From an optimization exercise on the open Yosys and OpenROAD flow, aimed at small area; shortcuts taken in it are not production practice. In this exercise RTL edits were held to simulation tests only and were not proved equivalent to the original. The flow treats the clock pin as an ideal source. Dropping or thinning the clock tree relies on that and would not hold on a real chip.

## main
==> flow/design.v <==
module pwm (
    input  logic       clk,
    input  logic       rst,
    output logic [7:0] c,
    output logic       wrap        
);
    logic [2:0] b;
    logic [7:0] cn;      
    assign c = ~cn;
    assign wrap = c[7] & c[5] & c[3] & c[2] & b[0];
    always_ff @(posedge clk) begin
        if (rst || wrap) begin
            b <= 3'b001;
            cn <= 8'hff;
        end else begin
            b <= {b[1:0], b[2] ^ b[1]};
            if (b == 3'b001)
                cn <= cn - 8'd1;
        end
    end
endmodule
module fade (
    input  logic       clk,
    input  logic       rst,
    input  logic       wrap,
    output logic [7:0] m,
    output logic [2:0] j
);
    logic [3:0] q;       
    logic [3:0] qn;      
    assign q = ~qn;
    logic       step;
    logic       up;
    logic       last;
    logic [8:0] t;       
    assign step = wrap & q[3] & q[0];    
    assign up   = j[0] ^ j[1] ^ j[2];
    assign last = up ? (m[7] & m[5] & m[2] & m[0]) : (m[7:1] == 7'd0);
    always_comb begin
        t[0] = step;
        for (int i = 0; i < 8; i++)
            t[i+1] = t[i] & (m[i] ~^ up);
    end
    always_ff @(posedge clk) begin
        if (rst)
            qn <= 4'hf;
        else if (wrap)
            qn <= step ? 4'hf : qn - 4'd1;
    end
    always_ff @(posedge clk) begin
        if (rst)
            m <= 8'd0;
        else
            m <= m ^ t[7:0];
    end
    always_ff @(posedge clk) begin
        if (rst)
            j <= 3'b001;
        else if (step && last)
            j <= {j[1], j[0], ~j[2]};
    end
endmodule
module top (
    input  logic clk,
    input  logic rst,
    output logic RGB_R,
    output logic RGB_G,
    output logic RGB_B
);
    logic [7:0] c;
    logic       wrap;
    logic [7:0] m;
    logic [2:0] j;
    pwm u_pwm (.clk(clk), .rst(rst), .c(c), .wrap(wrap));
    fade u_fade (.clk(clk), .rst(rst), .wrap(wrap), .m(m), .j(j));
    logic hi_on, ramp_on, lo_on;
    assign hi_on   = ~(c[7] & c[5] & (c[3] | (c[2] & c[1] & c[0])));   
    always_comb begin
        ramp_on = 1'b1;
        for (int i = 0; i < 8; i++)
            ramp_on = (m[i] & ~c[i]) | ((m[i] | ~c[i]) & ramp_on);
    end
    assign lo_on   = (c == 8'd0);
    function automatic logic chan(input logic x, input logic y,
                                  input logic h, input logic r, input logic l);
        chan = l | ((x | y) & r) | (x & y & h);
    endfunction
    assign RGB_G = ~chan( j[0],  j[1], hi_on, ramp_on, lo_on);
    assign RGB_R = ~chan(~j[1], ~j[2], hi_on, ramp_on, lo_on);
    assign RGB_B = ~chan( j[2], ~j[0], hi_on, ramp_on, lo_on);
endmodule
clock: 10.0 ns
lec_check: 0
cap_margin: 20
core_area: 2 2 73 73
die_area: 0 0 75 75
slew_margin: 20
standard.sh (not shown) runs the stock make flow with config.mk's settings and CLKGATE_MAP_FILE= SYNTH_SCRIPT=/design/flow/synth_recipe.tcl, a recipe that flattens the netlist after the stock synthesis.
==> flow/flow/run.sh <==
#!/bin/bash
# Standard ORFS layout, with these changes:
#  - synthesis maps logic with an area-oriented ABC script (flow/abc_area.script,
#    which holds a random seed SEED for ABC's &deepsyn) and without the
#    half/full adder cell map. It is run for seeds 0..3 and the netlist with the
#    smallest cell area is kept. Everything else in synthesis, including
#    flip-flop mapping and naming, is the standard synth_recipe.tcl.
#  - port buffers use the smallest buffer cell.
#  - clock tree synthesis takes its arguments from flow/cts_args; then
#    flow/post_cts.tcl replaces the tree by the cells in flow/clk_chain.
# Each tool's output goes to a log file in the work folder (synth_N.log,
# layout.log) besides ORFS's own per-step logs under orfs/logs.
set -euo pipefail
cd "$(dirname "$0")/.."
W=$PWD
best=""
best_area=""
for s in 0 1 2 3; do
  rm -rf "$W/scripts_$s" "$W/trial_$s"
  cp -r "$FLOW_HOME/scripts" "$W/scripts_$s"
  sed "s/SEED/$s/" "$W/flow/abc_area.script" > "$W/scripts_$s/abc_speed.script"
  make -C "$FLOW_HOME" DESIGN_CONFIG="$W/config.mk" WORK_HOME="$W/trial_$s" \
      CLKGATE_MAP_FILE= SYNTH_SCRIPT="$W/synth_recipe.tcl" \
      SCRIPTS_DIR="$W/scripts_$s" ADDER_MAP_FILE= synth > "$W/synth_$s.log" 2>&1 &
done
wait
for s in 0 1 2 3; do
  stat="$W/trial_$s/reports/$FLOW_PLATFORM/top/base/synth_stat.txt"
  [[ -f "$stat" && -f "$W/trial_$s/results/$FLOW_PLATFORM/top/base/1_synth.odb" ]] || continue
  a=$(awk '/Chip area for module/ {print $NF}' "$stat")
  echo "seed $s: area $a" >> "$W/synth_pick.log"
  if [[ -z "$best" ]] || awk -v a="$a" -v b="$best_area" 'BEGIN {exit !(a < b)}'; then
    best=$s
    best_area=$a
  fi
done
echo "picked seed $best" >> "$W/synth_pick.log"
rm -rf "$W/orfs"
cp -a "$W/trial_$best" "$W/orfs"
bash standard.sh "BUFFER_PORTS_ARGS=-buffer_cell sky130_fd_sc_hd__buf_1" \
    "CTS_ARGS=$(cat "$W/flow/cts_args")" POST_CTS_TCL="$W/flow/post_cts.tcl" \
    "CLK_CHAIN=$(cat "$W/flow/clk_chain")" finish > "$W/layout.log" 2>&1
Other scripts of this flow, unchanged in this note and not shown: flow/flow/abc_area.script, flow/flow/clk_chain, flow/flow/cts_args, flow/flow/post_cts.tcl
Here is what was changed in the inputs of the feature branch compared with main.
==> flow/design.v, changed modules only <==
module fade (
    input  logic       clk,
    input  logic       rst,
    input  logic       wrap,
    output logic [7:0] m,
    output logic [2:0] j
);
    logic [3:0] q;       
    logic       step;
    logic       up;
    logic       last;
    logic [8:0] t;       
    assign step = wrap & q[3] & q[0];    
    assign up   = j[0] ^ j[1] ^ j[2];
    assign last = up ? (m[7] & m[5] & m[2] & m[0]) : (m[7:1] == 7'd0);
    always_comb begin
        t[0] = step;
        for (int i = 0; i < 8; i++)
            t[i+1] = t[i] & (m[i] ~^ up);
    end
    always_ff @(posedge clk) begin
        if (rst)
            q <= 4'd0;
        else if (wrap)
            q <= step ? 4'd0 : q + 4'd1;
    end
    always_ff @(posedge clk) begin
        if (rst)
            m <= 8'd0;
        else
            m <= m ^ t[7:0];
    end
    always_ff @(posedge clk) begin
        if (rst)
            j <= 3'b001;
        else if (step && last)
            j <= {j[1], j[0], ~j[2]};
    end
endmodule
==> run summary <==
- In the reports for main and the feature branch, the smaller hold path depth belongs to the feature branch.
- Any difference in fraction of layout cells with a size suffix above 1 between main and the feature branch is small enough to ignore.
- Delta (the feature branch minus main): slack of the worst reg-to-reg path lost 0.21 ns, flip-flop and latch share of the layout cell area neither gained nor lost much, number of cell instances on the worst register-to-register path lost 2.
- The clock period minus final worst setup slack of the feature branch exceeds that of main by 0.0030 ns.
- The feature branch ended up with more standard cells than main.
No run of this note takes its clock network from TritonCTS; it comes from the design's own scripts or RTL.

[static timing again, ports no longer ideal]
In the flow no input, the clock included, has a driving cell. The finished layouts below were timed again as built, in two steps.
Step 1 (the two cells are an assumption about what drives the block):
set clk [get_ports {clk}]
set_driving_cell -lib_cell sky130_fd_sc_hd__clkbuf_16 $clk
set_driving_cell -lib_cell sky130_fd_sc_hd__buf_2 [delete_from_list [all_inputs] $clk]
Step 2 also shifts input and output timing later by t, the mid clock arrival at the registers, as if the neighbouring blocks saw the same clock.
a / b / c = ideal / step 1 / step 2; a / b = the first two.
run | t (ns) | setup WS [ns] | hold WS [ns] | worst slew at a driven data input, ns | pins driven straight from the clock port
main | 0.246 | 5.946 / 5.925 / 6.171 | 0.457 / 0.457 / 0.457 | 0.03 | 1
the feature branch | 0.253 | 5.943 / 5.918 / 6.171 | 0.492 / 0.492 / 0.492 | 0.03 | 1
After both steps every run listed still meets setup and hold.
